This design comes from an exercise in tuning for small area, a short achievable clock period and few clock cycles per item on the open sky130 flow, not from production work. RTL that was checked went through simulation tests only; none was proved equivalent to the original. The RTL of run 1 was laid out without a check of its function. Power figures rest on the tool's default switching activity, not on a simulated workload.

==> flow/design.v <==
`timescale 1ns/1ps
module pyjamask96(
    input clk,
    input reset_n,
    input load,
    input start,
    input [7:0] byte_in,
    input [7:0] byte_key_in,
    output reg valid,
    output reg [7:0] byte_out
    );
    reg         ph_ld, ks1, ph_run, ph_rot;
    reg         sel_run, sel_rot, sel_ld;
    reg [7:0]   in_x;
    reg         loading;
    reg         started;
    reg [3:0]   cnt;
    reg [95:0]  state;
    reg [127:0] key;     
    wire [95:0] sl = {state[31:24], state[23:16], state[15:8], state[7:0], state[95:88], state[87:80], state[79:72], state[71:64], state[63:56], state[55:48], state[47:40], state[39:32]};    
    wire [31:0] x0 = sl[95:64], x1 = sl[63:32], x2 = sl[31:0];
    wire [31:0] k0 = key[127:96], k1 = key[95:64], k2 = key[63:32], k3 = key[31:0];
    wire [31:0] sb0 = x1 ^ (x0 & x2);
    wire [31:0] sb1 = x2 ^ (x0 | x1);
    wire [31:0] sb2 = x0 ^ (x1 & ~x2);
    wire [31:0] mr0, mr1, mr2;
    wire [95:0] mr = {mr0, mr1, mr2};
    wire [95:0] rk = {k0, k1, ~k2};
    wire [31:0] ka = k0 ^ k1, kb = k2 ^ k3;
    wire [31:0] kx0 = k1 ^ kb;
    wire [31:0] kmk;
    wire [31:0] kx1 = k0 ^ kb, kx2 = k3 ^ ka, kx3 = k2 ^ ka;
    wire [31:0] nk0 = kmk ^ {24'h0, 4'h8, cnt};
    wire [31:0] nk1 = {kx1[7:0],  kx1[31:8]}  ^ 32'h00006a00;
    wire [31:0] nk2 = {kx2[14:0], kx2[31:15]} ^ 32'h003f0000;
    wire [31:0] nk3 = {kx3[17:0], kx3[31:18]} ^ 32'h24000000;
    wire [31:0] m0_f1;
    assign m0_f1[0] = sb0[0] ^ sb0[5];
    assign m0_f1[1] = sb0[1] ^ sb0[6];
    assign m0_f1[2] = sb0[2] ^ sb0[7];
    assign m0_f1[3] = sb0[3] ^ sb0[8];
    assign m0_f1[4] = sb0[4] ^ sb0[9];
    assign m0_f1[5] = sb0[5] ^ sb0[10];
    assign m0_f1[6] = sb0[6] ^ sb0[11];
    assign m0_f1[7] = sb0[7] ^ sb0[12];
    assign m0_f1[8] = sb0[8] ^ sb0[13];
    assign m0_f1[9] = sb0[9] ^ sb0[14];
    assign m0_f1[10] = sb0[10] ^ sb0[15];
    assign m0_f1[11] = sb0[11] ^ sb0[16];
    assign m0_f1[12] = sb0[12] ^ sb0[17];
    assign m0_f1[13] = sb0[13] ^ sb0[18];
    assign m0_f1[14] = sb0[14] ^ sb0[19];
    assign m0_f1[15] = sb0[15] ^ sb0[20];
    assign m0_f1[16] = sb0[16] ^ sb0[21];
    assign m0_f1[17] = sb0[17] ^ sb0[22];
    assign m0_f1[18] = sb0[18] ^ sb0[23];
    assign m0_f1[19] = sb0[19] ^ sb0[24];
    assign m0_f1[20] = sb0[20] ^ sb0[25];
    assign m0_f1[21] = sb0[21] ^ sb0[26];
    assign m0_f1[22] = sb0[22] ^ sb0[27];
    assign m0_f1[23] = sb0[23] ^ sb0[28];
    assign m0_f1[24] = sb0[24] ^ sb0[29];
    assign m0_f1[25] = sb0[25] ^ sb0[30];
    assign m0_f1[26] = sb0[26] ^ sb0[31];
    assign m0_f1[27] = sb0[27] ^ sb0[0];
    assign m0_f1[28] = sb0[28] ^ sb0[1];
    assign m0_f1[29] = sb0[29] ^ sb0[2];
    assign m0_f1[30] = sb0[30] ^ sb0[3];
    assign m0_f1[31] = sb0[31] ^ sb0[4];
    wire [31:0] m0_f2;
    assign m0_f2[0] = sb0[0] ^ m0_f1[8];
    assign m0_f2[1] = sb0[1] ^ m0_f1[9];
    assign m0_f2[2] = sb0[2] ^ m0_f1[10];
    assign m0_f2[3] = sb0[3] ^ m0_f1[11];
    assign m0_f2[4] = sb0[4] ^ m0_f1[12];
    assign m0_f2[5] = sb0[5] ^ m0_f1[13];
    assign m0_f2[6] = sb0[6] ^ m0_f1[14];
    assign m0_f2[7] = sb0[7] ^ m0_f1[15];
    assign m0_f2[8] = sb0[8] ^ m0_f1[16];
    assign m0_f2[9] = sb0[9] ^ m0_f1[17];
    assign m0_f2[10] = sb0[10] ^ m0_f1[18];
    assign m0_f2[11] = sb0[11] ^ m0_f1[19];
    assign m0_f2[12] = sb0[12] ^ m0_f1[20];
    assign m0_f2[13] = sb0[13] ^ m0_f1[21];
    assign m0_f2[14] = sb0[14] ^ m0_f1[22];
    assign m0_f2[15] = sb0[15] ^ m0_f1[23];
    assign m0_f2[16] = sb0[16] ^ m0_f1[24];
    assign m0_f2[17] = sb0[17] ^ m0_f1[25];
    assign m0_f2[18] = sb0[18] ^ m0_f1[26];
    assign m0_f2[19] = sb0[19] ^ m0_f1[27];
    assign m0_f2[20] = sb0[20] ^ m0_f1[28];
    assign m0_f2[21] = sb0[21] ^ m0_f1[29];
    assign m0_f2[22] = sb0[22] ^ m0_f1[30];
    assign m0_f2[23] = sb0[23] ^ m0_f1[31];
    assign m0_f2[24] = sb0[24] ^ m0_f1[0];
    assign m0_f2[25] = sb0[25] ^ m0_f1[1];
    assign m0_f2[26] = sb0[26] ^ m0_f1[2];
    assign m0_f2[27] = sb0[27] ^ m0_f1[3];
    assign m0_f2[28] = sb0[28] ^ m0_f1[4];
    assign m0_f2[29] = sb0[29] ^ m0_f1[5];
    assign m0_f2[30] = sb0[30] ^ m0_f1[6];
    assign m0_f2[31] = sb0[31] ^ m0_f1[7];
    assign mr0[0] = m0_f1[2] ^ m0_f1[24] ^ sb0[31] ^ m0_f2[0] ^ m0_f2[6];
    assign mr0[1] = m0_f1[3] ^ m0_f1[25] ^ sb0[0] ^ m0_f2[1] ^ m0_f2[7];
    assign mr0[2] = m0_f1[4] ^ m0_f1[26] ^ sb0[1] ^ m0_f2[2] ^ m0_f2[8];
    assign mr0[3] = m0_f1[5] ^ m0_f1[27] ^ sb0[2] ^ m0_f2[3] ^ m0_f2[9];
    assign mr0[4] = m0_f1[6] ^ m0_f1[28] ^ sb0[3] ^ m0_f2[4] ^ m0_f2[10];
    assign mr0[5] = m0_f1[7] ^ m0_f1[29] ^ sb0[4] ^ m0_f2[5] ^ m0_f2[11];
    assign mr0[6] = m0_f1[8] ^ m0_f1[30] ^ sb0[5] ^ m0_f2[6] ^ m0_f2[12];
    assign mr0[7] = m0_f1[9] ^ m0_f1[31] ^ sb0[6] ^ m0_f2[7] ^ m0_f2[13];
    assign mr0[8] = m0_f1[10] ^ m0_f1[0] ^ sb0[7] ^ m0_f2[8] ^ m0_f2[14];
    assign mr0[9] = m0_f1[11] ^ m0_f1[1] ^ sb0[8] ^ m0_f2[9] ^ m0_f2[15];
    assign mr0[10] = m0_f1[12] ^ m0_f1[2] ^ sb0[9] ^ m0_f2[10] ^ m0_f2[16];
    assign mr0[11] = m0_f1[13] ^ m0_f1[3] ^ sb0[10] ^ m0_f2[11] ^ m0_f2[17];
    assign mr0[12] = m0_f1[14] ^ m0_f1[4] ^ sb0[11] ^ m0_f2[12] ^ m0_f2[18];
    assign mr0[13] = m0_f1[15] ^ m0_f1[5] ^ sb0[12] ^ m0_f2[13] ^ m0_f2[19];
    assign mr0[14] = m0_f1[16] ^ m0_f1[6] ^ sb0[13] ^ m0_f2[14] ^ m0_f2[20];
    assign mr0[15] = m0_f1[17] ^ m0_f1[7] ^ sb0[14] ^ m0_f2[15] ^ m0_f2[21];
    assign mr0[16] = m0_f1[18] ^ m0_f1[8] ^ sb0[15] ^ m0_f2[16] ^ m0_f2[22];
    assign mr0[17] = m0_f1[19] ^ m0_f1[9] ^ sb0[16] ^ m0_f2[17] ^ m0_f2[23];
    assign mr0[18] = m0_f1[20] ^ m0_f1[10] ^ sb0[17] ^ m0_f2[18] ^ m0_f2[24];
    assign mr0[19] = m0_f1[21] ^ m0_f1[11] ^ sb0[18] ^ m0_f2[19] ^ m0_f2[25];
    assign mr0[20] = m0_f1[22] ^ m0_f1[12] ^ sb0[19] ^ m0_f2[20] ^ m0_f2[26];
    assign mr0[21] = m0_f1[23] ^ m0_f1[13] ^ sb0[20] ^ m0_f2[21] ^ m0_f2[27];
    assign mr0[22] = m0_f1[24] ^ m0_f1[14] ^ sb0[21] ^ m0_f2[22] ^ m0_f2[28];
    assign mr0[23] = m0_f1[25] ^ m0_f1[15] ^ sb0[22] ^ m0_f2[23] ^ m0_f2[29];
    assign mr0[24] = m0_f1[26] ^ m0_f1[16] ^ sb0[23] ^ m0_f2[24] ^ m0_f2[30];
    assign mr0[25] = m0_f1[27] ^ m0_f1[17] ^ sb0[24] ^ m0_f2[25] ^ m0_f2[31];
    assign mr0[26] = m0_f1[28] ^ m0_f1[18] ^ sb0[25] ^ m0_f2[26] ^ m0_f2[0];
    assign mr0[27] = m0_f1[29] ^ m0_f1[19] ^ sb0[26] ^ m0_f2[27] ^ m0_f2[1];
    assign mr0[28] = m0_f1[30] ^ m0_f1[20] ^ sb0[27] ^ m0_f2[28] ^ m0_f2[2];
    assign mr0[29] = m0_f1[31] ^ m0_f1[21] ^ sb0[28] ^ m0_f2[29] ^ m0_f2[3];
    assign mr0[30] = m0_f1[0] ^ m0_f1[22] ^ sb0[29] ^ m0_f2[30] ^ m0_f2[4];
    assign mr0[31] = m0_f1[1] ^ m0_f1[23] ^ sb0[30] ^ m0_f2[31] ^ m0_f2[5];
    wire [31:0] m1_f1;
    assign m1_f1[0] = sb1[0] ^ sb1[13];
    assign m1_f1[1] = sb1[1] ^ sb1[14];
    assign m1_f1[2] = sb1[2] ^ sb1[15];
    assign m1_f1[3] = sb1[3] ^ sb1[16];
    assign m1_f1[4] = sb1[4] ^ sb1[17];
    assign m1_f1[5] = sb1[5] ^ sb1[18];
    assign m1_f1[6] = sb1[6] ^ sb1[19];
    assign m1_f1[7] = sb1[7] ^ sb1[20];
    assign m1_f1[8] = sb1[8] ^ sb1[21];
    assign m1_f1[9] = sb1[9] ^ sb1[22];
    assign m1_f1[10] = sb1[10] ^ sb1[23];
    assign m1_f1[11] = sb1[11] ^ sb1[24];
    assign m1_f1[12] = sb1[12] ^ sb1[25];
    assign m1_f1[13] = sb1[13] ^ sb1[26];
    assign m1_f1[14] = sb1[14] ^ sb1[27];
    assign m1_f1[15] = sb1[15] ^ sb1[28];
    assign m1_f1[16] = sb1[16] ^ sb1[29];
    assign m1_f1[17] = sb1[17] ^ sb1[30];
    assign m1_f1[18] = sb1[18] ^ sb1[31];
    assign m1_f1[19] = sb1[19] ^ sb1[0];
    assign m1_f1[20] = sb1[20] ^ sb1[1];
    assign m1_f1[21] = sb1[21] ^ sb1[2];
    assign m1_f1[22] = sb1[22] ^ sb1[3];
    assign m1_f1[23] = sb1[23] ^ sb1[4];
    assign m1_f1[24] = sb1[24] ^ sb1[5];
    assign m1_f1[25] = sb1[25] ^ sb1[6];
    assign m1_f1[26] = sb1[26] ^ sb1[7];
    assign m1_f1[27] = sb1[27] ^ sb1[8];
    assign m1_f1[28] = sb1[28] ^ sb1[9];
    assign m1_f1[29] = sb1[29] ^ sb1[10];
    assign m1_f1[30] = sb1[30] ^ sb1[11];
    assign m1_f1[31] = sb1[31] ^ sb1[12];
    wire [31:0] m1_f2;
    assign m1_f2[0] = sb1[0] ^ m1_f1[17];
    assign m1_f2[1] = sb1[1] ^ m1_f1[18];
    assign m1_f2[2] = sb1[2] ^ m1_f1[19];
    assign m1_f2[3] = sb1[3] ^ m1_f1[20];
    assign m1_f2[4] = sb1[4] ^ m1_f1[21];
    assign m1_f2[5] = sb1[5] ^ m1_f1[22];
    assign m1_f2[6] = sb1[6] ^ m1_f1[23];
    assign m1_f2[7] = sb1[7] ^ m1_f1[24];
    assign m1_f2[8] = sb1[8] ^ m1_f1[25];
    assign m1_f2[9] = sb1[9] ^ m1_f1[26];
    assign m1_f2[10] = sb1[10] ^ m1_f1[27];
    assign m1_f2[11] = sb1[11] ^ m1_f1[28];
    assign m1_f2[12] = sb1[12] ^ m1_f1[29];
    assign m1_f2[13] = sb1[13] ^ m1_f1[30];
    assign m1_f2[14] = sb1[14] ^ m1_f1[31];
    assign m1_f2[15] = sb1[15] ^ m1_f1[0];
    assign m1_f2[16] = sb1[16] ^ m1_f1[1];
    assign m1_f2[17] = sb1[17] ^ m1_f1[2];
    assign m1_f2[18] = sb1[18] ^ m1_f1[3];
    assign m1_f2[19] = sb1[19] ^ m1_f1[4];
    assign m1_f2[20] = sb1[20] ^ m1_f1[5];
    assign m1_f2[21] = sb1[21] ^ m1_f1[6];
    assign m1_f2[22] = sb1[22] ^ m1_f1[7];
    assign m1_f2[23] = sb1[23] ^ m1_f1[8];
    assign m1_f2[24] = sb1[24] ^ m1_f1[9];
    assign m1_f2[25] = sb1[25] ^ m1_f1[10];
    assign m1_f2[26] = sb1[26] ^ m1_f1[11];
    assign m1_f2[27] = sb1[27] ^ m1_f1[12];
    assign m1_f2[28] = sb1[28] ^ m1_f1[13];
    assign m1_f2[29] = sb1[29] ^ m1_f1[14];
    assign m1_f2[30] = sb1[30] ^ m1_f1[15];
    assign m1_f2[31] = sb1[31] ^ m1_f1[16];
    wire [31:0] m1_f3;
    assign m1_f3[0] = m1_f2[0] ^ m1_f2[8];
    assign m1_f3[1] = m1_f2[1] ^ m1_f2[9];
    assign m1_f3[2] = m1_f2[2] ^ m1_f2[10];
    assign m1_f3[3] = m1_f2[3] ^ m1_f2[11];
    assign m1_f3[4] = m1_f2[4] ^ m1_f2[12];
    assign m1_f3[5] = m1_f2[5] ^ m1_f2[13];
    assign m1_f3[6] = m1_f2[6] ^ m1_f2[14];
    assign m1_f3[7] = m1_f2[7] ^ m1_f2[15];
    assign m1_f3[8] = m1_f2[8] ^ m1_f2[16];
    assign m1_f3[9] = m1_f2[9] ^ m1_f2[17];
    assign m1_f3[10] = m1_f2[10] ^ m1_f2[18];
    assign m1_f3[11] = m1_f2[11] ^ m1_f2[19];
    assign m1_f3[12] = m1_f2[12] ^ m1_f2[20];
    assign m1_f3[13] = m1_f2[13] ^ m1_f2[21];
    assign m1_f3[14] = m1_f2[14] ^ m1_f2[22];
    assign m1_f3[15] = m1_f2[15] ^ m1_f2[23];
    assign m1_f3[16] = m1_f2[16] ^ m1_f2[24];
    assign m1_f3[17] = m1_f2[17] ^ m1_f2[25];
    assign m1_f3[18] = m1_f2[18] ^ m1_f2[26];
    assign m1_f3[19] = m1_f2[19] ^ m1_f2[27];
    assign m1_f3[20] = m1_f2[20] ^ m1_f2[28];
    assign m1_f3[21] = m1_f2[21] ^ m1_f2[29];
    assign m1_f3[22] = m1_f2[22] ^ m1_f2[30];
    assign m1_f3[23] = m1_f2[23] ^ m1_f2[31];
    assign m1_f3[24] = m1_f2[24] ^ m1_f2[0];
    assign m1_f3[25] = m1_f2[25] ^ m1_f2[1];
    assign m1_f3[26] = m1_f2[26] ^ m1_f2[2];
    assign m1_f3[27] = m1_f2[27] ^ m1_f2[3];
    assign m1_f3[28] = m1_f2[28] ^ m1_f2[4];
    assign m1_f3[29] = m1_f2[29] ^ m1_f2[5];
    assign m1_f3[30] = m1_f2[30] ^ m1_f2[6];
    assign m1_f3[31] = m1_f2[31] ^ m1_f2[7];
    assign mr1[0] = m1_f1[6] ^ m1_f2[1] ^ m1_f3[9];
    assign mr1[1] = m1_f1[7] ^ m1_f2[2] ^ m1_f3[10];
    assign mr1[2] = m1_f1[8] ^ m1_f2[3] ^ m1_f3[11];
    assign mr1[3] = m1_f1[9] ^ m1_f2[4] ^ m1_f3[12];
    assign mr1[4] = m1_f1[10] ^ m1_f2[5] ^ m1_f3[13];
    assign mr1[5] = m1_f1[11] ^ m1_f2[6] ^ m1_f3[14];
    assign mr1[6] = m1_f1[12] ^ m1_f2[7] ^ m1_f3[15];
    assign mr1[7] = m1_f1[13] ^ m1_f2[8] ^ m1_f3[16];
    assign mr1[8] = m1_f1[14] ^ m1_f2[9] ^ m1_f3[17];
    assign mr1[9] = m1_f1[15] ^ m1_f2[10] ^ m1_f3[18];
    assign mr1[10] = m1_f1[16] ^ m1_f2[11] ^ m1_f3[19];
    assign mr1[11] = m1_f1[17] ^ m1_f2[12] ^ m1_f3[20];
    assign mr1[12] = m1_f1[18] ^ m1_f2[13] ^ m1_f3[21];
    assign mr1[13] = m1_f1[19] ^ m1_f2[14] ^ m1_f3[22];
    assign mr1[14] = m1_f1[20] ^ m1_f2[15] ^ m1_f3[23];
    assign mr1[15] = m1_f1[21] ^ m1_f2[16] ^ m1_f3[24];
    assign mr1[16] = m1_f1[22] ^ m1_f2[17] ^ m1_f3[25];
    assign mr1[17] = m1_f1[23] ^ m1_f2[18] ^ m1_f3[26];
    assign mr1[18] = m1_f1[24] ^ m1_f2[19] ^ m1_f3[27];
    assign mr1[19] = m1_f1[25] ^ m1_f2[20] ^ m1_f3[28];
    assign mr1[20] = m1_f1[26] ^ m1_f2[21] ^ m1_f3[29];
    assign mr1[21] = m1_f1[27] ^ m1_f2[22] ^ m1_f3[30];
    assign mr1[22] = m1_f1[28] ^ m1_f2[23] ^ m1_f3[31];
    assign mr1[23] = m1_f1[29] ^ m1_f2[24] ^ m1_f3[0];
    assign mr1[24] = m1_f1[30] ^ m1_f2[25] ^ m1_f3[1];
    assign mr1[25] = m1_f1[31] ^ m1_f2[26] ^ m1_f3[2];
    assign mr1[26] = m1_f1[0] ^ m1_f2[27] ^ m1_f3[3];
    assign mr1[27] = m1_f1[1] ^ m1_f2[28] ^ m1_f3[4];
    assign mr1[28] = m1_f1[2] ^ m1_f2[29] ^ m1_f3[5];
    assign mr1[29] = m1_f1[3] ^ m1_f2[30] ^ m1_f3[6];
    assign mr1[30] = m1_f1[4] ^ m1_f2[31] ^ m1_f3[7];
    assign mr1[31] = m1_f1[5] ^ m1_f2[0] ^ m1_f3[8];
    wire [31:0] m2_f1;
    assign m2_f1[0] = sb2[0] ^ sb2[2];
    assign m2_f1[1] = sb2[1] ^ sb2[3];
    assign m2_f1[2] = sb2[2] ^ sb2[4];
    assign m2_f1[3] = sb2[3] ^ sb2[5];
    assign m2_f1[4] = sb2[4] ^ sb2[6];
    assign m2_f1[5] = sb2[5] ^ sb2[7];
    assign m2_f1[6] = sb2[6] ^ sb2[8];
    assign m2_f1[7] = sb2[7] ^ sb2[9];
    assign m2_f1[8] = sb2[8] ^ sb2[10];
    assign m2_f1[9] = sb2[9] ^ sb2[11];
    assign m2_f1[10] = sb2[10] ^ sb2[12];
    assign m2_f1[11] = sb2[11] ^ sb2[13];
    assign m2_f1[12] = sb2[12] ^ sb2[14];
    assign m2_f1[13] = sb2[13] ^ sb2[15];
    assign m2_f1[14] = sb2[14] ^ sb2[16];
    assign m2_f1[15] = sb2[15] ^ sb2[17];
    assign m2_f1[16] = sb2[16] ^ sb2[18];
    assign m2_f1[17] = sb2[17] ^ sb2[19];
    assign m2_f1[18] = sb2[18] ^ sb2[20];
    assign m2_f1[19] = sb2[19] ^ sb2[21];
    assign m2_f1[20] = sb2[20] ^ sb2[22];
    assign m2_f1[21] = sb2[21] ^ sb2[23];
    assign m2_f1[22] = sb2[22] ^ sb2[24];
    assign m2_f1[23] = sb2[23] ^ sb2[25];
    assign m2_f1[24] = sb2[24] ^ sb2[26];
    assign m2_f1[25] = sb2[25] ^ sb2[27];
    assign m2_f1[26] = sb2[26] ^ sb2[28];
    assign m2_f1[27] = sb2[27] ^ sb2[29];
    assign m2_f1[28] = sb2[28] ^ sb2[30];
    assign m2_f1[29] = sb2[29] ^ sb2[31];
    assign m2_f1[30] = sb2[30] ^ sb2[0];
    assign m2_f1[31] = sb2[31] ^ sb2[1];
    wire [31:0] m2_f2;
    assign m2_f2[0] = sb2[0] ^ m2_f1[9];
    assign m2_f2[1] = sb2[1] ^ m2_f1[10];
    assign m2_f2[2] = sb2[2] ^ m2_f1[11];
    assign m2_f2[3] = sb2[3] ^ m2_f1[12];
    assign m2_f2[4] = sb2[4] ^ m2_f1[13];
    assign m2_f2[5] = sb2[5] ^ m2_f1[14];
    assign m2_f2[6] = sb2[6] ^ m2_f1[15];
    assign m2_f2[7] = sb2[7] ^ m2_f1[16];
    assign m2_f2[8] = sb2[8] ^ m2_f1[17];
    assign m2_f2[9] = sb2[9] ^ m2_f1[18];
    assign m2_f2[10] = sb2[10] ^ m2_f1[19];
    assign m2_f2[11] = sb2[11] ^ m2_f1[20];
    assign m2_f2[12] = sb2[12] ^ m2_f1[21];
    assign m2_f2[13] = sb2[13] ^ m2_f1[22];
    assign m2_f2[14] = sb2[14] ^ m2_f1[23];
    assign m2_f2[15] = sb2[15] ^ m2_f1[24];
    assign m2_f2[16] = sb2[16] ^ m2_f1[25];
    assign m2_f2[17] = sb2[17] ^ m2_f1[26];
    assign m2_f2[18] = sb2[18] ^ m2_f1[27];
    assign m2_f2[19] = sb2[19] ^ m2_f1[28];
    assign m2_f2[20] = sb2[20] ^ m2_f1[29];
    assign m2_f2[21] = sb2[21] ^ m2_f1[30];
    assign m2_f2[22] = sb2[22] ^ m2_f1[31];
    assign m2_f2[23] = sb2[23] ^ m2_f1[0];
    assign m2_f2[24] = sb2[24] ^ m2_f1[1];
    assign m2_f2[25] = sb2[25] ^ m2_f1[2];
    assign m2_f2[26] = sb2[26] ^ m2_f1[3];
    assign m2_f2[27] = sb2[27] ^ m2_f1[4];
    assign m2_f2[28] = sb2[28] ^ m2_f1[5];
    assign m2_f2[29] = sb2[29] ^ m2_f1[6];
    assign m2_f2[30] = sb2[30] ^ m2_f1[7];
    assign m2_f2[31] = sb2[31] ^ m2_f1[8];
    wire [31:0] m2_f3;
    assign m2_f3[0] = m2_f2[0] ^ m2_f2[6];
    assign m2_f3[1] = m2_f2[1] ^ m2_f2[7];
    assign m2_f3[2] = m2_f2[2] ^ m2_f2[8];
    assign m2_f3[3] = m2_f2[3] ^ m2_f2[9];
    assign m2_f3[4] = m2_f2[4] ^ m2_f2[10];
    assign m2_f3[5] = m2_f2[5] ^ m2_f2[11];
    assign m2_f3[6] = m2_f2[6] ^ m2_f2[12];
    assign m2_f3[7] = m2_f2[7] ^ m2_f2[13];
    assign m2_f3[8] = m2_f2[8] ^ m2_f2[14];
    assign m2_f3[9] = m2_f2[9] ^ m2_f2[15];
    assign m2_f3[10] = m2_f2[10] ^ m2_f2[16];
    assign m2_f3[11] = m2_f2[11] ^ m2_f2[17];
    assign m2_f3[12] = m2_f2[12] ^ m2_f2[18];
    assign m2_f3[13] = m2_f2[13] ^ m2_f2[19];
    assign m2_f3[14] = m2_f2[14] ^ m2_f2[20];
    assign m2_f3[15] = m2_f2[15] ^ m2_f2[21];
    assign m2_f3[16] = m2_f2[16] ^ m2_f2[22];
    assign m2_f3[17] = m2_f2[17] ^ m2_f2[23];
    assign m2_f3[18] = m2_f2[18] ^ m2_f2[24];
    assign m2_f3[19] = m2_f2[19] ^ m2_f2[25];
    assign m2_f3[20] = m2_f2[20] ^ m2_f2[26];
    assign m2_f3[21] = m2_f2[21] ^ m2_f2[27];
    assign m2_f3[22] = m2_f2[22] ^ m2_f2[28];
    assign m2_f3[23] = m2_f2[23] ^ m2_f2[29];
    assign m2_f3[24] = m2_f2[24] ^ m2_f2[30];
    assign m2_f3[25] = m2_f2[25] ^ m2_f2[31];
    assign m2_f3[26] = m2_f2[26] ^ m2_f2[0];
    assign m2_f3[27] = m2_f2[27] ^ m2_f2[1];
    assign m2_f3[28] = m2_f2[28] ^ m2_f2[2];
    assign m2_f3[29] = m2_f2[29] ^ m2_f2[3];
    assign m2_f3[30] = m2_f2[30] ^ m2_f2[4];
    assign m2_f3[31] = m2_f2[31] ^ m2_f2[5];
    assign mr2[0] = m2_f1[17] ^ m2_f1[2] ^ m2_f2[1] ^ m2_f3[7];
    assign mr2[1] = m2_f1[18] ^ m2_f1[3] ^ m2_f2[2] ^ m2_f3[8];
    assign mr2[2] = m2_f1[19] ^ m2_f1[4] ^ m2_f2[3] ^ m2_f3[9];
    assign mr2[3] = m2_f1[20] ^ m2_f1[5] ^ m2_f2[4] ^ m2_f3[10];
    assign mr2[4] = m2_f1[21] ^ m2_f1[6] ^ m2_f2[5] ^ m2_f3[11];
    assign mr2[5] = m2_f1[22] ^ m2_f1[7] ^ m2_f2[6] ^ m2_f3[12];
    assign mr2[6] = m2_f1[23] ^ m2_f1[8] ^ m2_f2[7] ^ m2_f3[13];
    assign mr2[7] = m2_f1[24] ^ m2_f1[9] ^ m2_f2[8] ^ m2_f3[14];
    assign mr2[8] = m2_f1[25] ^ m2_f1[10] ^ m2_f2[9] ^ m2_f3[15];
    assign mr2[9] = m2_f1[26] ^ m2_f1[11] ^ m2_f2[10] ^ m2_f3[16];
    assign mr2[10] = m2_f1[27] ^ m2_f1[12] ^ m2_f2[11] ^ m2_f3[17];
    assign mr2[11] = m2_f1[28] ^ m2_f1[13] ^ m2_f2[12] ^ m2_f3[18];
    assign mr2[12] = m2_f1[29] ^ m2_f1[14] ^ m2_f2[13] ^ m2_f3[19];
    assign mr2[13] = m2_f1[30] ^ m2_f1[15] ^ m2_f2[14] ^ m2_f3[20];
    assign mr2[14] = m2_f1[31] ^ m2_f1[16] ^ m2_f2[15] ^ m2_f3[21];
    assign mr2[15] = m2_f1[0] ^ m2_f1[17] ^ m2_f2[16] ^ m2_f3[22];
    assign mr2[16] = m2_f1[1] ^ m2_f1[18] ^ m2_f2[17] ^ m2_f3[23];
    assign mr2[17] = m2_f1[2] ^ m2_f1[19] ^ m2_f2[18] ^ m2_f3[24];
    assign mr2[18] = m2_f1[3] ^ m2_f1[20] ^ m2_f2[19] ^ m2_f3[25];
    assign mr2[19] = m2_f1[4] ^ m2_f1[21] ^ m2_f2[20] ^ m2_f3[26];
    assign mr2[20] = m2_f1[5] ^ m2_f1[22] ^ m2_f2[21] ^ m2_f3[27];
    assign mr2[21] = m2_f1[6] ^ m2_f1[23] ^ m2_f2[22] ^ m2_f3[28];
    assign mr2[22] = m2_f1[7] ^ m2_f1[24] ^ m2_f2[23] ^ m2_f3[29];
    assign mr2[23] = m2_f1[8] ^ m2_f1[25] ^ m2_f2[24] ^ m2_f3[30];
    assign mr2[24] = m2_f1[9] ^ m2_f1[26] ^ m2_f2[25] ^ m2_f3[31];
    assign mr2[25] = m2_f1[10] ^ m2_f1[27] ^ m2_f2[26] ^ m2_f3[0];
    assign mr2[26] = m2_f1[11] ^ m2_f1[28] ^ m2_f2[27] ^ m2_f3[1];
    assign mr2[27] = m2_f1[12] ^ m2_f1[29] ^ m2_f2[28] ^ m2_f3[2];
    assign mr2[28] = m2_f1[13] ^ m2_f1[30] ^ m2_f2[29] ^ m2_f3[3];
    assign mr2[29] = m2_f1[14] ^ m2_f1[31] ^ m2_f2[30] ^ m2_f3[4];
    assign mr2[30] = m2_f1[15] ^ m2_f1[0] ^ m2_f2[31] ^ m2_f3[5];
    assign mr2[31] = m2_f1[16] ^ m2_f1[1] ^ m2_f2[0] ^ m2_f3[6];
    wire [31:0] mk_f1;
    assign mk_f1[0] = kx0[0] ^ kx0[2];
    assign mk_f1[1] = kx0[1] ^ kx0[3];
    assign mk_f1[2] = kx0[2] ^ kx0[4];
    assign mk_f1[3] = kx0[3] ^ kx0[5];
    assign mk_f1[4] = kx0[4] ^ kx0[6];
    assign mk_f1[5] = kx0[5] ^ kx0[7];
    assign mk_f1[6] = kx0[6] ^ kx0[8];
    assign mk_f1[7] = kx0[7] ^ kx0[9];
    assign mk_f1[8] = kx0[8] ^ kx0[10];
    assign mk_f1[9] = kx0[9] ^ kx0[11];
    assign mk_f1[10] = kx0[10] ^ kx0[12];
    assign mk_f1[11] = kx0[11] ^ kx0[13];
    assign mk_f1[12] = kx0[12] ^ kx0[14];
    assign mk_f1[13] = kx0[13] ^ kx0[15];
    assign mk_f1[14] = kx0[14] ^ kx0[16];
    assign mk_f1[15] = kx0[15] ^ kx0[17];
    assign mk_f1[16] = kx0[16] ^ kx0[18];
    assign mk_f1[17] = kx0[17] ^ kx0[19];
    assign mk_f1[18] = kx0[18] ^ kx0[20];
    assign mk_f1[19] = kx0[19] ^ kx0[21];
    assign mk_f1[20] = kx0[20] ^ kx0[22];
    assign mk_f1[21] = kx0[21] ^ kx0[23];
    assign mk_f1[22] = kx0[22] ^ kx0[24];
    assign mk_f1[23] = kx0[23] ^ kx0[25];
    assign mk_f1[24] = kx0[24] ^ kx0[26];
    assign mk_f1[25] = kx0[25] ^ kx0[27];
    assign mk_f1[26] = kx0[26] ^ kx0[28];
    assign mk_f1[27] = kx0[27] ^ kx0[29];
    assign mk_f1[28] = kx0[28] ^ kx0[30];
    assign mk_f1[29] = kx0[29] ^ kx0[31];
    assign mk_f1[30] = kx0[30] ^ kx0[0];
    assign mk_f1[31] = kx0[31] ^ kx0[1];
    wire [31:0] mk_f2;
    assign mk_f2[0] = kx0[0] ^ kx0[11];
    assign mk_f2[1] = kx0[1] ^ kx0[12];
    assign mk_f2[2] = kx0[2] ^ kx0[13];
    assign mk_f2[3] = kx0[3] ^ kx0[14];
    assign mk_f2[4] = kx0[4] ^ kx0[15];
    assign mk_f2[5] = kx0[5] ^ kx0[16];
    assign mk_f2[6] = kx0[6] ^ kx0[17];
    assign mk_f2[7] = kx0[7] ^ kx0[18];
    assign mk_f2[8] = kx0[8] ^ kx0[19];
    assign mk_f2[9] = kx0[9] ^ kx0[20];
    assign mk_f2[10] = kx0[10] ^ kx0[21];
    assign mk_f2[11] = kx0[11] ^ kx0[22];
    assign mk_f2[12] = kx0[12] ^ kx0[23];
    assign mk_f2[13] = kx0[13] ^ kx0[24];
    assign mk_f2[14] = kx0[14] ^ kx0[25];
    assign mk_f2[15] = kx0[15] ^ kx0[26];
    assign mk_f2[16] = kx0[16] ^ kx0[27];
    assign mk_f2[17] = kx0[17] ^ kx0[28];
    assign mk_f2[18] = kx0[18] ^ kx0[29];
    assign mk_f2[19] = kx0[19] ^ kx0[30];
    assign mk_f2[20] = kx0[20] ^ kx0[31];
    assign mk_f2[21] = kx0[21] ^ kx0[0];
    assign mk_f2[22] = kx0[22] ^ kx0[1];
    assign mk_f2[23] = kx0[23] ^ kx0[2];
    assign mk_f2[24] = kx0[24] ^ kx0[3];
    assign mk_f2[25] = kx0[25] ^ kx0[4];
    assign mk_f2[26] = kx0[26] ^ kx0[5];
    assign mk_f2[27] = kx0[27] ^ kx0[6];
    assign mk_f2[28] = kx0[28] ^ kx0[7];
    assign mk_f2[29] = kx0[29] ^ kx0[8];
    assign mk_f2[30] = kx0[30] ^ kx0[9];
    assign mk_f2[31] = kx0[31] ^ kx0[10];
    wire [31:0] mk_f3;
    assign mk_f3[0] = mk_f1[0] ^ mk_f2[8];
    assign mk_f3[1] = mk_f1[1] ^ mk_f2[9];
    assign mk_f3[2] = mk_f1[2] ^ mk_f2[10];
    assign mk_f3[3] = mk_f1[3] ^ mk_f2[11];
    assign mk_f3[4] = mk_f1[4] ^ mk_f2[12];
    assign mk_f3[5] = mk_f1[5] ^ mk_f2[13];
    assign mk_f3[6] = mk_f1[6] ^ mk_f2[14];
    assign mk_f3[7] = mk_f1[7] ^ mk_f2[15];
    assign mk_f3[8] = mk_f1[8] ^ mk_f2[16];
    assign mk_f3[9] = mk_f1[9] ^ mk_f2[17];
    assign mk_f3[10] = mk_f1[10] ^ mk_f2[18];
    assign mk_f3[11] = mk_f1[11] ^ mk_f2[19];
    assign mk_f3[12] = mk_f1[12] ^ mk_f2[20];
    assign mk_f3[13] = mk_f1[13] ^ mk_f2[21];
    assign mk_f3[14] = mk_f1[14] ^ mk_f2[22];
    assign mk_f3[15] = mk_f1[15] ^ mk_f2[23];
    assign mk_f3[16] = mk_f1[16] ^ mk_f2[24];
    assign mk_f3[17] = mk_f1[17] ^ mk_f2[25];
    assign mk_f3[18] = mk_f1[18] ^ mk_f2[26];
    assign mk_f3[19] = mk_f1[19] ^ mk_f2[27];
    assign mk_f3[20] = mk_f1[20] ^ mk_f2[28];
    assign mk_f3[21] = mk_f1[21] ^ mk_f2[29];
    assign mk_f3[22] = mk_f1[22] ^ mk_f2[30];
    assign mk_f3[23] = mk_f1[23] ^ mk_f2[31];
    assign mk_f3[24] = mk_f1[24] ^ mk_f2[0];
    assign mk_f3[25] = mk_f1[25] ^ mk_f2[1];
    assign mk_f3[26] = mk_f1[26] ^ mk_f2[2];
    assign mk_f3[27] = mk_f1[27] ^ mk_f2[3];
    assign mk_f3[28] = mk_f1[28] ^ mk_f2[4];
    assign mk_f3[29] = mk_f1[29] ^ mk_f2[5];
    assign mk_f3[30] = mk_f1[30] ^ mk_f2[6];
    assign mk_f3[31] = mk_f1[31] ^ mk_f2[7];
    assign kmk[0] = kx0[20] ^ mk_f1[23] ^ mk_f3[0] ^ mk_f3[16] ^ mk_f3[28];
    assign kmk[1] = kx0[21] ^ mk_f1[24] ^ mk_f3[1] ^ mk_f3[17] ^ mk_f3[29];
    assign kmk[2] = kx0[22] ^ mk_f1[25] ^ mk_f3[2] ^ mk_f3[18] ^ mk_f3[30];
    assign kmk[3] = kx0[23] ^ mk_f1[26] ^ mk_f3[3] ^ mk_f3[19] ^ mk_f3[31];
    assign kmk[4] = kx0[24] ^ mk_f1[27] ^ mk_f3[4] ^ mk_f3[20] ^ mk_f3[0];
    assign kmk[5] = kx0[25] ^ mk_f1[28] ^ mk_f3[5] ^ mk_f3[21] ^ mk_f3[1];
    assign kmk[6] = kx0[26] ^ mk_f1[29] ^ mk_f3[6] ^ mk_f3[22] ^ mk_f3[2];
    assign kmk[7] = kx0[27] ^ mk_f1[30] ^ mk_f3[7] ^ mk_f3[23] ^ mk_f3[3];
    assign kmk[8] = kx0[28] ^ mk_f1[31] ^ mk_f3[8] ^ mk_f3[24] ^ mk_f3[4];
    assign kmk[9] = kx0[29] ^ mk_f1[0] ^ mk_f3[9] ^ mk_f3[25] ^ mk_f3[5];
    assign kmk[10] = kx0[30] ^ mk_f1[1] ^ mk_f3[10] ^ mk_f3[26] ^ mk_f3[6];
    assign kmk[11] = kx0[31] ^ mk_f1[2] ^ mk_f3[11] ^ mk_f3[27] ^ mk_f3[7];
    assign kmk[12] = kx0[0] ^ mk_f1[3] ^ mk_f3[12] ^ mk_f3[28] ^ mk_f3[8];
    assign kmk[13] = kx0[1] ^ mk_f1[4] ^ mk_f3[13] ^ mk_f3[29] ^ mk_f3[9];
    assign kmk[14] = kx0[2] ^ mk_f1[5] ^ mk_f3[14] ^ mk_f3[30] ^ mk_f3[10];
    assign kmk[15] = kx0[3] ^ mk_f1[6] ^ mk_f3[15] ^ mk_f3[31] ^ mk_f3[11];
    assign kmk[16] = kx0[4] ^ mk_f1[7] ^ mk_f3[16] ^ mk_f3[0] ^ mk_f3[12];
    assign kmk[17] = kx0[5] ^ mk_f1[8] ^ mk_f3[17] ^ mk_f3[1] ^ mk_f3[13];
    assign kmk[18] = kx0[6] ^ mk_f1[9] ^ mk_f3[18] ^ mk_f3[2] ^ mk_f3[14];
    assign kmk[19] = kx0[7] ^ mk_f1[10] ^ mk_f3[19] ^ mk_f3[3] ^ mk_f3[15];
    assign kmk[20] = kx0[8] ^ mk_f1[11] ^ mk_f3[20] ^ mk_f3[4] ^ mk_f3[16];
    assign kmk[21] = kx0[9] ^ mk_f1[12] ^ mk_f3[21] ^ mk_f3[5] ^ mk_f3[17];
    assign kmk[22] = kx0[10] ^ mk_f1[13] ^ mk_f3[22] ^ mk_f3[6] ^ mk_f3[18];
    assign kmk[23] = kx0[11] ^ mk_f1[14] ^ mk_f3[23] ^ mk_f3[7] ^ mk_f3[19];
    assign kmk[24] = kx0[12] ^ mk_f1[15] ^ mk_f3[24] ^ mk_f3[8] ^ mk_f3[20];
    assign kmk[25] = kx0[13] ^ mk_f1[16] ^ mk_f3[25] ^ mk_f3[9] ^ mk_f3[21];
    assign kmk[26] = kx0[14] ^ mk_f1[17] ^ mk_f3[26] ^ mk_f3[10] ^ mk_f3[22];
    assign kmk[27] = kx0[15] ^ mk_f1[18] ^ mk_f3[27] ^ mk_f3[11] ^ mk_f3[23];
    assign kmk[28] = kx0[16] ^ mk_f1[19] ^ mk_f3[28] ^ mk_f3[12] ^ mk_f3[24];
    assign kmk[29] = kx0[17] ^ mk_f1[20] ^ mk_f3[29] ^ mk_f3[13] ^ mk_f3[25];
    assign kmk[30] = kx0[18] ^ mk_f1[21] ^ mk_f3[30] ^ mk_f3[14] ^ mk_f3[26];
    assign kmk[31] = kx0[19] ^ mk_f1[22] ^ mk_f3[31] ^ mk_f3[15] ^ mk_f3[27];
    wire last_load  = ph_ld & loading & (cnt == 4'd15);
    wire last_round = ph_run & (cnt == 4'd14);
    wire last_out   = ph_rot & valid & (cnt == 4'd11);
    always @(posedge clk) begin
        sel_ld  <= (ph_ld & ~last_load) | last_out;
        sel_run <= ks1 | (ph_run & ~last_round);
        sel_rot <= (ph_rot & ~last_out) | last_round;
        in_x    <= byte_in ^ byte_key_in;
    end
    always @(posedge clk or negedge reset_n) begin
        if (!reset_n) begin
            ph_ld   <= 1'b1;
            ks1     <= 1'b0;
            ph_run  <= 1'b0;
            ph_rot  <= 1'b0;
            loading <= 1'b0;
            started <= 1'b0;
            valid   <= 1'b0;
            cnt     <= 4'd0;
        end else begin
            if (ph_ld) begin
                if (!loading) begin
                    started <= 1'b0;
                    if (load) begin
                        loading <= 1'b1;
                        cnt     <= 4'd1;
                    end
                end else begin
                    cnt <= cnt + 4'd1;
                    if (cnt == 4'd15) begin
                        loading <= 1'b0;
                        ph_ld   <= 1'b0;
                        ks1     <= 1'b1;
                    end
                end
            end
            if (ks1) begin
                cnt    <= 4'd1;
                ks1    <= 1'b0;
                ph_run <= 1'b1;
                if (start) started <= 1'b1;
            end
            if (ph_run) begin
                cnt <= cnt + 4'd1;
                if (start) started <= 1'b1;
                if (cnt == 4'd14) begin
                    cnt    <= 4'd0;
                    ph_run <= 1'b0;
                    ph_rot <= 1'b1;
                    if (start | started) valid <= 1'b1;
                end
            end
            if (ph_rot) begin
                cnt <= (cnt == 4'd11) ? 4'd0 : cnt + 4'd1;
                if (start) started <= 1'b1;
                if (cnt == 4'd11) begin
                    if (valid) begin
                        valid  <= 1'b0;
                        ph_rot <= 1'b0;
                        ph_ld  <= 1'b1;
                    end else if (start | started) begin
                        valid  <= 1'b1;
                    end
                end
            end
        end
    end
    wire       rot_in = ks1 | (loading & cnt[3] & cnt[2] & (cnt[1] | cnt[0]));
    wire [7:0] low_in = rot_in ? state[95:88] : in_x;
    always @(posedge clk) begin
        if (sel_run)
            state <= {mr[63:56], mr[55:48], mr[47:40], mr[39:32], mr[31:24], mr[23:16], mr[15:8], mr[7:0], mr[95:88], mr[87:80], mr[79:72], mr[71:64]} ^ {rk[63:56], rk[55:48], rk[47:40], rk[39:32], rk[31:24], rk[23:16], rk[15:8], rk[7:0], rk[95:88], rk[87:80], rk[79:72], rk[71:64]};
        else if (sel_rot)
            state <= {state[7:0], state[95:8]};
        else
            state <= {state[87:0], low_in};
    end
    always @(posedge clk) begin
        if (sel_ld)
            key <= {key[119:0], byte_key_in};
        else
            key <= {nk0, nk1, nk2, nk3};
    end
    always @(*) byte_out = state[39:32];
endmodule
==> flow/flow/run.sh <==
#!/bin/bash
set -euo pipefail
MARGIN=5.4
NOX3=0
PLATFORM_DONT_USE=$(sed -n '/^export DONT_USE_CELLS += \\/,/[^\\]$/p' "$FLOW_HOME/platforms/sky130hd/config.mk" | grep -o 'sky130_fd_sc_hd__[a-z0-9_]*' | tr '\n' ' ')
EXTRA=()
if [[ $NOX3 == 1 ]]; then
  EXTRA+=("DONT_USE_CELLS=$PLATFORM_DONT_USE sky130_fd_sc_hd__xor3_1 sky130_fd_sc_hd__xor3_2 sky130_fd_sc_hd__xor3_4 sky130_fd_sc_hd__xnor3_1 sky130_fd_sc_hd__xnor3_2 sky130_fd_sc_hd__xnor3_4")
fi
bash standard.sh "${EXTRA[@]}" SETUP_SLACK_MARGIN=$MARGIN finish > orfs_make.log 2>&1
==> flow/standard.sh <==
#!/bin/bash
# synth_recipe.tcl (not shown) runs the flow's synth.tcl, then flattens the netlist and writes it again
# the make line also repeats each setting of config.mk as NAME=value (left out here)
make -C /OpenROAD-flow-scripts/flow DESIGN_CONFIG=/design/flow/config.mk WORK_HOME=/design/flow/orfs CLKGATE_MAP_FILE= SYNTH_SCRIPT=/design/flow/synth_recipe.tcl "${@:-finish}"
==> flow/config.mk <==
export PLATFORM = sky130hd
export DESIGN_NAME = pyjamask96
export DESIGN_NICKNAME = pyjamask96
export VERILOG_FILES = /design/flow/design.v
export SDC_FILE = /design/flow/constraint.sdc
export NUM_CORES = 4
export LEC_CHECK = 0
export CAP_MARGIN = 20
export CORE_MARGIN = 2
export CORE_UTILIZATION = 40
export PLACE_DENSITY = 0.6
export SETUP_SLACK_MARGIN = 5
export SLEW_MARGIN = 20
==> flow/constraint.sdc <==
create_clock -name core_clock -period 8.0 [get_ports {clk}]
set_input_delay 1.6000 -clock core_clock [delete_from_list [all_inputs] [get_ports {clk}]]
set_output_delay 1.6000 -clock core_clock [all_outputs]
set_load 0.01 [all_outputs]
==> impl_metrics.toml, run 1 <==
[status]
status = "no timing/DRC/antenna violations"

[worst_setup_path]
startpoint_type = "flop"
cp.depth = 1
critPathTopFamily = "flip-flops"
critPathMaxFanout = 2
rrSetupSlack_ns = 5.36
cp_num_buf_inv = 1
max_stage_delay_ns = 0.38
required_ns = 6.40
reg2regPathDepth = 7
r2r-end = "state[72]$_DFF_P_"
cp-end-kind = "output port"
critical_path_class = "flop to output port"
arrival_ns = 1.11
critPathSlowestCell = "dfrtp_1"
cp_cell_sequence = "buf_2"
r2r-start = "state[26]$_DFF_P_"

[synthesis]
ys_seq_area_frac = 0.227
synth_edf_count = 0
synth_nets = 2078
synth_top_flop_cell = "dfxtp_1"
synth_area_mm2 = 0.0219
ys_types = 41
yosysWarnings = 1
async_flop_share = 0.0447
avgSynthCellArea_um2 = 10.7
synth-seq-cells = 246
postSynthCellCount = 2055

[grt]
grt_max_degree = 132
grt_pass1_vias = 14700
grtUsageTotal = 0.284
grt_overflow_total = 0
antenna_found_initial = 0
grt_pass1_wl_um = 113000

[floorplan]
pin_count = 29
die_y_um = 238
dieWidth_um = 238
fp.dieArea_mm2 = 0.0566
initial_core_util = 0.405
core_mm2 = 0.0540
rows = 85

[clocking]
cts_hold_buf = 0
cts.clk_slew.worst_paths_ns = 0.06
cts_root_buf = "clkbuf_16"
htree_levels = 1
clock_latency_ns = 0.59
cts_buffers = 30
cts_num_sinks = 246
clockBufferDepth = 3
cts_tree = "yes"

[power]
clkPwrFrac = 0.165
power.internal_mw = 5.26
swShare = 0.382
power.share.sequential = 0.168
p_sw_mw = 3.25
peakVddDrop_v = 0.000225
powerDensity_mw_per_mm2 = 330
leakagePower_nw = 11.0
combPwrFrac = 0.668

[sta]
worst_hold_slack_ns = 0.502
final-hold-violation-count = 0
fmax_mhz = 369
fin_crit_ns = 2.71
layout_setup_ws_ns = 5.29
tns_ns = 0
fin_crit_sh = 0.338
finalMaxSlewViolations = 0
skew_ns = 0.0227
rsz0062_at_grt = "true"
setup_viol = 0
tightest_slew_ns = 0.955
relSlewSlack = 0.363

[finish]
post-route-util = 0.477
multi_input_area_mm2 = 0.0177
regArea_mm2 = 0.00512
num_antenna_cells = 0
num-fill-cells = 4936
nets = 2095
drive_gt1_frac = 0.216
syn_to_final_growth_pct = 17.7

[drt]
drc = 0
first_iter_violations = 1992
viasPerCell = 5.50
vias = 15400
dr.pass1.iters = 5
wl_um = 81600
antenna_left = 0
wl_per_cell_um = 29.2

[hold_path]
holdCritPathClass = "flop to flop"
min_to = "key[22]$_DFF_P_"
hp-start = "key[14]$_DFF_P_"
min_path_cells = 2

[placement]
post-place-ws_ns = 4.91
numPortBuffers = 28
dp_hpwl_um = 63700
place_congestion = 1.04

[job]
cap_violations = 0
-- sequential cells by signal, indices dropped and copies added, names as in the netlist, 4 cells and up --
register / cells
state: 96
cnt: 4
in_x: 8
key: 128
-- power groups by stage --
| stage | registers [mW] | clock network (mW) | logic (mW) |
|---|---|---|---|
| 2_1_floorplan | 1.37 | 0 | 3.94 |
| 3_3_place_gp | 1.43 | 0 | 5.24 |
| 3_5_place_dp | 1.43 | 0 | 5.22 |
| 4_1_cts | 1.41 | 1.41 | 5.39 |
| 5_1_grt | 1.43 | 1.46 | 5.82 |
| 6_report | 1.43 | 1.40 | 5.68 |
-- cells in the mapped netlist, types with 2 or more instances --
master,count,area share
xor3_1,21,0.023
nand3_1,3,0.00069
xnor2_4,4,0.0050
mux2_2,4,0.0021
dfrtp_1,10,0.011
nor3_1,2,0.00046
xnor3_2,18,0.020
nor2b_1,108,0.031
buf_4,8,0.0027
a32o_1,2,0.00091
nand4_1,2,0.00057
buf_2,17,0.0039
inv_1,9,0.0015
xor2_1,204,0.082
xnor3_1,210,0.22
xnor2_2,45,0.033
nor2_1,57,0.0098
a21oi_1,86,0.020
a211oi_1,77,0.026
mux2i_1,26,0.012
ha_1,3,0.0017
clkbuf_1,84,0.014
o21a_1,2,0.00069
xor2_2,12,0.0089
buf_1,16,0.0027
o21ai_0,111,0.025
nand2_1,169,0.029
o21ai_1,21,0.0048
dfxtp_1,235,0.21
a21o_1,12,0.0041
xnor2_1,467,0.19
-- cell type report --
type	instances	area share
repair buffers	110	0.0391
clock buffers	44	0.0343
flip-flops and latches	246	0.199
inverters	9	0.00131
multi-input cells	1675	0.689
clock inverters	12	0.00418
well taps	696	0.0338
-- cell usage in the layout (no fill, tap or decap), types with 31 or more instances in the layout --
cell and n:
xor2_2 41, a21oi_1 86, xnor3_1 186, a211oi_1 77, dfxtp_2 69, nor2b_1 91
buf_4 72, xnor2_2 69, xnor2_4 33, nor2_1 57, xnor3_2 42, dfxtp_1 153
xnor2_1 414, o21ai_0 111, nand2_1 169, xor2_1 156, clkbuf_16 31
-- worst max-delay path by stage --
| stage | start | end | slack (ns) |
|---|---|---|---|
| floorplan | load | cnt[3]$_DFFE_PN0P_ | 5.63 |
| global placement | state[23]$_DFF_P_ | state[10]$_DFF_P_ | 4.89 |
| detailed placement | state[23]$_DFF_P_ | state[10]$_DFF_P_ | 4.91 |
| CTS | state[33]$_DFF_P_ | byte_out[1] | 5.17 |
| global route | state[65]$_DFF_P_ | state[71]$_DFF_P_ | 5.25 |
| finish | valid$_DFF_PN0_ | valid | 5.29 |
-- routing by layer --
metal  track usage  vias up  wire [um]  part of all wire
li1              -     6813          -                 -
met1         0.389     7603      34200              0.42
met2         0.448      765      36700              0.45
met3        0.0426      178       6660             0.082
met4         0.121        0       4080             0.050
met5             0        -          0                 0
-- cells by family (layout without fill, tap and decap cells) --
kind of cell             after synthesis  after routing  share of synthesized area
AO/OA/AOI/OAI                        315            315                     0.0834
XOR/XNOR                             982            982                      0.575
adder cells (fa/ha/maj)                3              3                    0.00171
buffers and inverters                134            175                     0.0253
flip-flops                           246            246                      0.227
multiplexers                          30             30                     0.0139
AND/OR/NAND/NOR                      345            345                     0.0729
-- stage by stage --
stage / total power [mW] / instances / instance area, um^2
finish: 8.51 / 2792 / 25800
global route: 8.70 / 2792 / 25800
CTS: 8.22 / 2746 / 24700
detailed placement: 6.65 / 2662 / 22600
global placement: 6.67 / 2662 / 22600
floorplan: 5.31 / 2055 / 21900
-- repair_timing --
item / in CTS / in global routing
gates resized for setup: 217 / 113
hold endpoints to repair: 0 / 0
endpoints found under the setup margin: 118 / 106
buffers inserted: 28 / 46
pin swaps: 24 / 32
==> inputs of run 2 (changes only) <==
--- a/flow/design.v
+++ b/flow/design.v
@@ -12,4 +12,5 @@
     reg         ph_ld, ks1, ph_run, ph_rot;
     reg         sel_run, sel_rot, sel_ld;
+    reg         vld;
     reg [7:0]   in_x;
     reg         loading;
@@ -21,7 +22,8 @@
     wire [31:0] x0 = sl[95:64], x1 = sl[63:32], x2 = sl[31:0];
     wire [31:0] k0 = key[127:96], k1 = key[95:64], k2 = key[63:32], k3 = key[31:0];
-    wire [31:0] sb0 = x1 ^ (x0 & x2);
-    wire [31:0] sb1 = x2 ^ (x0 | x1);
-    wire [31:0] sb2 = x0 ^ (x1 & ~x2);
+    wire g = sel_run;
+    wire [31:0] sb0 = ({32{g}} & x1) ^ ({32{g}} & x0 & x2);
+    wire [31:0] sb1 = ({32{g}} & x2) ^ ({32{g}} & (x0 | x1));
+    wire [31:0] sb2 = ({32{g}} & x0) ^ ({32{g}} & x1 & ~x2);
     wire [31:0] mr0, mr1, mr2;
     wire [95:0] mr = {mr0, mr1, mr2};
@@ -528,9 +530,11 @@
     wire last_load  = ph_ld & loading & (cnt == 4'd15);
     wire last_round = ph_run & (cnt == 4'd14);
-    wire last_out   = ph_rot & valid & (cnt == 4'd11);
+    wire last_out   = ph_rot & vld & (cnt == 4'd11);
+    wire out_go     = (last_round | (ph_rot & ~vld & (cnt == 4'd11))) & (start | started);
     always @(posedge clk) begin
         sel_ld  <= (ph_ld & ~last_load) | last_out;
         sel_run <= ks1 | (ph_run & ~last_round);
         sel_rot <= (ph_rot & ~last_out) | last_round;
+        valid   <= (vld & ~last_out) | out_go;
         in_x    <= byte_in ^ byte_key_in;
     end
@@ -543,5 +547,5 @@
             loading <= 1'b0;
             started <= 1'b0;
-            valid   <= 1'b0;
+            vld     <= 1'b0;
             cnt     <= 4'd0;
         end else begin
@@ -575,5 +579,5 @@
                     ph_run <= 1'b0;
                     ph_rot <= 1'b1;
-                    if (start | started) valid <= 1'b1;
+                    if (start | started) vld <= 1'b1;
                 end
             end
@@ -582,10 +586,10 @@
                 if (start) started <= 1'b1;
                 if (cnt == 4'd11) begin
-                    if (valid) begin
-                        valid  <= 1'b0;
+                    if (vld) begin
+                        vld    <= 1'b0;
                         ph_rot <= 1'b0;
                         ph_ld  <= 1'b1;
                     end else if (start | started) begin
-                        valid  <= 1'b1;
+                        vld    <= 1'b1;
                     end
                 end
@@ -595,12 +599,9 @@
     wire       rot_in = ks1 | (loading & cnt[3] & cnt[2] & (cnt[1] | cnt[0]));
     wire [7:0] low_in = rot_in ? state[95:88] : in_x;
-    always @(posedge clk) begin
-        if (sel_run)
-            state <= {mr[63:56], mr[55:48], mr[47:40], mr[39:32], mr[31:24], mr[23:16], mr[15:8], mr[7:0], mr[95:88], mr[87:80], mr[79:72], mr[71:64]} ^ {rk[63:56], rk[55:48], rk[47:40], rk[39:32], rk[31:24], rk[23:16], rk[15:8], rk[7:0], rk[95:88], rk[87:80], rk[79:72], rk[71:64]};
-        else if (sel_rot)
-            state <= {state[7:0], state[95:8]};
-        else
-            state <= {state[87:0], low_in};
-    end
+    wire [95:0] b = sel_run ? {rk[63:56], rk[55:48], rk[47:40], rk[39:32], rk[31:24], rk[23:16], rk[15:8], rk[7:0], rk[95:88], rk[87:80], rk[79:72], rk[71:64]} :
+                    sel_rot ? {state[7:0], state[95:8]} :
+                             {state[87:0], low_in};
+    always @(posedge clk)
+        state <= {mr[63:56], mr[55:48], mr[47:40], mr[39:32], mr[31:24], mr[23:16], mr[15:8], mr[7:0], mr[95:88], mr[87:80], mr[79:72], mr[71:64]} ^ b;
     always @(posedge clk) begin
         if (sel_ld)
--- a/flow/flow/run.sh
+++ b/flow/flow/run.sh
@@ -2,5 +2,5 @@
 set -euo pipefail
 MARGIN=5.4
-NOX3=0
+NOX3=1
 PLATFORM_DONT_USE=$(sed -n '/^export DONT_USE_CELLS += \\/,/[^\\]$/p' "$FLOW_HOME/platforms/sky130hd/config.mk" | grep -o 'sky130_fd_sc_hd__[a-z0-9_]*' | tr '\n' ' ')
 EXTRA=()
==> run 2 against run 1 <==
Non-clock buffer count down 32; sequential share of layout area up 1.3 points; clock-buffer cell count down 1; critical path type unchanged; design area down 7.1%; still clean; maximum frequency up 0.89%; routed wire length down 1.1%; area after synthesis down 6.0%; sequential cell count up 1; via count up 3.2%; critical endpoint is now byte_out[5]; clock skew down 0.0038 ns; synthesized cell count up 11%; clock power up 6%.
==> impl_metrics.toml, run 2 <==
[synthesis]
synth_area_leader_cell = "xnor2_1"
yosysWarnings = 1
synth.area.top_cells = "xnor2_1 (37%), dfxtp_1 (23%), xor2_1 (8.7%)"
synth_commonest_cells = "xnor2_1 (877), dfxtp_1 (236), nand2_1 (225)"
postSynthCellCount = 2286
synth_most_common_cell = "xnor2_1"
yosys.area.top_type_share = 0.373
synth_top_flop_cell = "dfxtp_1"
ys_seq_area_frac = 0.243
synth_nets = 2309
avgSynthCellArea_um2 = 9.00
synth_edf_count = 0
ys_types = 44
synth_area_mm2 = 0.0206
async_flop_share = 0.0445
synth-seq-cells = 247

[sta]
layout_setup_ws_ns = 5.32
finalMaxSlewViolations = 0
rsz0062_at_grt = "true"
fmax_mhz = 373
setup_viol = 0
final-hold-violation-count = 0
tightest_slew_ns = 1.01
tns_ns = 0
skew_ns = 0.0189
fin_crit_sh = 0.335
relSlewSlack = 0.325
fin_crit_ns = 2.68

[finish]
post-route-util = 0.469
layout_commonest_cell = "xnor2_1"
stdcell_count = 3012
largest_register_ffs = 128
syn_to_final_growth_pct = 16.4
layout_common_cells = "xnor2_1 (815), nand2_1 (216), dfxtp_1 (213)"
top_register = "key"
num_antenna_cells = 0
nets = 2332
drive_gt1_frac = 0.165
reg.largest.list = "key x128, state x96, in_x x8"

[worst_setup_path]
cp-end-kind = "output port"
critPathMaxFanout = 2
cp_cell_sequence = "buf_6"
rrSetupSlack_ns = 5.36
max_stage_delay_ns = 0.36
critical_path_class = "flop to output port"
critPathSlowestCell = "dfxtp_4"
required_ns = 6.40
startpoint_type = "flop"
cp_num_buf_inv = 1
arrival_ns = 1.08
critPathTopFamily = "flip-flops"

[placement]
post-place-ws_ns = 4.53
dp_cells = 2918
numPortBuffers = 28
place_congestion = 1.03
dp_hpwl_um = 63400

[clocking]
cts_buffers = 31
cts_num_sinks = 247
clock_latency_ns = 0.62
cts.clk_slew.worst_paths_ns = 0.06
cts_root_buf = "clkbuf_16"
cts_hold_buf = 0
cts_tree = "yes"
htree_levels = 1
clockBufferDepth = 3

[power]
peakVddDrop_v = 0.000161
powerDensity_mw_per_mm2 = 164
p_total_mw = 3.91
leakagePower_nw = 7.87

[hold_path]
holdCritPathClass = "flop to flop"

[grt]
grt_overflow_total = 0
grt_max_degree = 112
grt_pass1_vias = 15800
grtUsageTotal = 0.300
grt_pass1_wl_um = 115000
antenna_found_initial = 0

[drt]
wl_per_cell_um = 26.8
antenna_left = 0
viasPerCell = 5.26
first_iter_violations = 1456
vias = 15900
drc = 0
wl_um = 80800
dr.pass1.iters = 6

[floorplan]
dieWidth_um = 231
fp.dieArea_mm2 = 0.0533
rows = 83
core_mm2 = 0.0511
die_y_um = 231
initial_core_util = 0.403
pin_count = 29

[job]
cap_violations = 0

[status]
status = "no timing/DRC/antenna violations"
[run 2: changes by cell type in the layout (fill, tap and decap cells not counted), sizes merged, moves of 21 or more]
cell    previous run  this run
xnor3            228         0
nor2b            110        59
buf               91        57
a211oi            77        27
mux2i             26        56
xnor2            516       950
mux2               4        41
xor3              21         0
nand2            169       225
nor2              58       106
[run 2: layout make-up]
| type | instances | area [um^2] |
|---|---|---|
| clock inverters | 13 | 165 |
| fillers | 4951 | 27200 |
| inverters | 14 | 52.6 |
| flip-flops and latches | 247 | 5060 |
| repair buffers | 78 | 816 |
| multi-input cells | 1937 | 16100 |
| well taps | 680 | 851 |
| clock buffers | 43 | 891 |
[run 2: final timing paths]
path                                    from                end  depth (start not counted)
setup / recovery           state[37]$_DFF_P_        byte_out[5]                          1
hold / removal               ph_ld$_DFF_PN1_    ph_ld$_DFF_PN1_                          2
setup reg to reg           state[27]$_DFF_P_  state[73]$_DFF_P_                          8
hold reg to reg              ph_ld$_DFF_PN1_    ph_ld$_DFF_PN1_                          2
max in group asynchronous            reset_n    ph_ld$_DFF_PN1_                          1
min in group asynchronous            reset_n   ph_run$_DFF_PN0_                          1
[run 2: layer usage]
| layer | part of all wire | track usage | vias to the layer above |
|---|---|---|---|
| li1 | - | - | 7322 |
| met1 | 0.41 | 0.384 | 7704 |
| met2 | 0.46 | 0.485 | 637 |
| met3 | 0.064 | 0.0367 | 189 |
| met4 | 0.068 | 0.179 | 0 |
| met5 | 0 | 0 | - |
[run 2: metrics by stage]
step,hold slack [ns],cell area (um^2)
after global placement,0.491,21400
after CTS,0.515,23300
after detailed placement,0.504,21400
final,0.512,23900
after global routing,0.547,23900
after floorplan,0.464,20600
[run 2: kinds of logic after synthesis]
logic type	share of synthesized area
compound gates	0.0696
xor+xnor	0.526
fa+ha+maj	0.00182
buf+inv	0.0215
flops	0.243
mux	0.0497
simple gates	0.0882
[run 2: what timing repair did]
item / in CTS / in global routing
pin swaps: 3 / 11
cloned: 2 / 0
gates resized for setup: 156 / 78
setup endpoints to repair: 122 / 108
buffers inserted: 17 / 19
[run 2: power by group]
| group | leakage [nW] | internal, mW | switching, mW | total, mW |
|---|---|---|---|---|
| clock network | 0.522 | 0.873 | 0.609 | 1.48 |
| registers | 2.12 | 1.29 | 0.135 | 1.42 |
| logic | 5.23 | 0.450 | 0.559 | 1.01 |
| total | 7.87 | 2.61 | 1.30 | 3.91 |
Testbench counts of run 2, summed over its fixed seeds: cycles 8,256, blocks 192.
==> inputs of run 3 (changes only) <==
--- a/flow/flow/run.sh
+++ b/flow/flow/run.sh
@@ -1,5 +1,5 @@
 #!/bin/bash
 set -euo pipefail
-MARGIN=5.4
+MARGIN=5.5
 NOX3=1
 PLATFORM_DONT_USE=$(sed -n '/^export DONT_USE_CELLS += \\/,/[^\\]$/p' "$FLOW_HOME/platforms/sky130hd/config.mk" | grep -o 'sky130_fd_sc_hd__[a-z0-9_]*' | tr '\n' ' ')
--- a/flow/config.mk
+++ b/flow/config.mk
@@ -9,4 +9,6 @@
 export CORE_MARGIN = 2
 export CORE_UTILIZATION = 40
+export CTS_CLUSTER_DIAMETER = 100
+export CTS_CLUSTER_SIZE = 30
 export PLACE_DENSITY = 0.6
 export SETUP_SLACK_MARGIN = 5
==> run 3 against run 2 <==
Register-to-register slack better by 0.13 ns; sequential cell count unchanged; cell count down 0.40%; clock power shrank 36%; critical path type unchanged.
==> impl_metrics.toml, run 3 <==
[grt]
grt_overflow_total = 0
antenna_found_initial = 0
grt_pass1_vias = 15700
grt_max_degree = 112
grtUsageTotal = 0.301
grt_pass1_wl_um = 115000

[sta]
layout_setup_ws_ns = 5.40
fmax_mhz = 385
fin_crit_ns = 2.60
rsz0062_at_grt = "true"
skew_ns = 0.0360
final-hold-violation-count = 0
setup_viol = 0
finalMaxSlewViolations = 0
fin_crit_sh = 0.325
tightest_slew_ns = 1.03

[finish]
layout_common_cells = "xnor2_1 (778), nand2_1 (213), dfxtp_1 (182)"
drive_gt1_frac = 0.199
nets = 2333
top_register = "key"
num-fill-cells = 4949
post-route-util = 0.472
stdcell_count = 3000
syn_to_final_growth_pct = 17.1
num_antenna_cells = 0
layout_commonest_cell = "xnor2_1"

[synthesis]
synth_most_common_cell = "xnor2_1"
synth_commonest_cells = "xnor2_1 (877), dfxtp_1 (236), nand2_1 (225)"
async_flop_share = 0.0445
yosys.area.top_type_share = 0.373
yosysWarnings = 1
synth.area.top_cells = "xnor2_1 (37%), dfxtp_1 (23%), xor2_1 (8.7%)"
synth_area_mm2 = 0.0206
ys_types = 44
avgSynthCellArea_um2 = 9.00

[hold_path]
hp-start = "ph_ld$_DFF_PN1_"
holdCritPathClass = "flop to flop"

[drt]
wl_per_cell_um = 27.0
dr.pass1.iters = 7
viasPerCell = 5.30
antenna_left = 0
vias = 15900
first_iter_violations = 1412

[worst_setup_path]
startpoint_type = "flop"
critical_path_class = "flop to output port"
critPathMaxFanout = 2
critPathTopFamily = "flip-flops"
cp-startpoint = "state[37]$_DFF_P_"
r2r-start = "state[25]$_DFF_P_"
arrival_ns = 1.00
required_ns = 6.40

[power]
p_sw_mw = 1.22
clkPwrFrac = 0.277
combPwrFrac = 0.304
leakagePower_nw = 7.89
power.internal_mw = 2.18

[floorplan]
dieWidth_um = 231
rows = 83
fp.dieArea_mm2 = 0.0533

[job]
cap_violations = 0

[clocking]
cts_buffers = 16
htree_levels = 1
cts_num_sinks = 247
cts_tree = "yes"
clockBufferDepth = 3
clock_latency_ns = 0.54

[placement]
dp_hpwl_um = 63400
place_congestion = 1.03
dp_cells = 2918
post-place-ws_ns = 4.53

[status]
status = "no timing/DRC/antenna violations"
run 3: cell count changes in the layout (fill, tap and decap cells not counted), moves of 6 or more:
| cell | before | now |
|---|---|---|
| dfxtp_2 | 12 | 42 |
| clkinv_2 | 6 | 0 |
| dfxtp_1 | 213 | 182 |
| buf_4 | 38 | 52 |
| clkbuf_16 | 31 | 17 |
| xnor2_2 | 116 | 148 |
| xnor2_1 | 815 | 778 |
run 3: path summary, 6_finish.rpt:
kind                                           end  slack [ns]  cells past startpoint
worst max-delay path                   byte_out[5]        5.40                      1
worst min-delay path               ph_ld$_DFF_PN1_        0.52                      2
worst max register to register   state[95]$_DFF_P_        5.49                      7
worst min register to register     ph_ld$_DFF_PN1_        0.52                      2
max in group asynchronous       cnt[2]$_DFFE_PN0P_        6.24                      1
min in group asynchronous         ph_run$_DFF_PN0_        1.39                      1
run 3: cell type report:
type                       instances  area [um^2]  share of cell area
tap                              680          851              0.0353
sequential                       247         5100               0.212
clock inverter                     7         76.3             0.00317
multi-input combinational       1937        16600               0.688
inverter                          14         52.6             0.00218
clock buffer                      21          460              0.0191
timing repair buffer              94          986              0.0409
run 3: logic make-up after synthesis:
family,count (synthesis),synth area share
AOI/OAI and AO/OA,260,0.0696
xor gates and xnor gates,1158,0.526
adders and majority gates,3,0.00182
buffers and inverters,102,0.0215
DFF,247,0.243
muxes,97,0.0497
and+or+nand+nor,419,0.0882
run 3: worst register-to-register path, cell delays in order (launching register included):
cell and delay, ns:
dfxtp_1 0.54, nor2_1 0.14, xnor2_2 0.42, xnor2_1 0.23
xnor2_1 0.40, xor2_1 0.33, nand2_1 0.15, xor2_1 0.19
run 3: power groups by stage:
stage / logic [mW] / clock network (mW) / registers, mW
floorplan: 0.692 / 0 / 1.37
global placement: 0.945 / 0 / 1.45
finish: 1.04 / 0.942 / 1.43
CTS: 0.996 / 0.952 / 1.42
detailed placement: 0.933 / 0 / 1.45
global route: 1.09 / 0.996 / 1.43
run 3: layer usage:
metal	vias up	global-route usage	routed length [um]
li1	7304	-	-
met4	0	0.170	5650
met3	194	0.0338	4860
met5	-	0	0
met2	643	0.493	37300
met1	7760	0.385	33000
run 3: what timing repair did:
action	in CTS	in global routing
endpoints found under the setup margin	134	103
resized for setup	218	119
hold endpoints to repair	0	0
setup buffers	30	22
gates cloned	2	0
pin swaps	7	10
hold buffers	0	0
run 3: metrics by stage:
| stage | instance area (um^2) | power, mW | hold WS (ns) |
|---|---|---|---|
| 2_1_floorplan | 20600 | 2.06 | 0.464 |
| 3_5_place_dp | 21400 | 2.38 | 0.504 |
| 6_report | 24100 | 3.40 | 0.520 |
| 3_3_place_gp | 21400 | 2.39 | 0.491 |
| 5_1_grt | 24100 | 3.52 | 0.556 |
| 4_1_cts | 23200 | 3.36 | 0.522 |

Check on run 3: ideal ports give 5.401 ns setup slack; a clkbuf_16 on the clock port and buf_2 on the inputs give 5.344 ns; moving port delays by the midpoint clock arrival (0.583 ns) as well gives 5.138 ns.
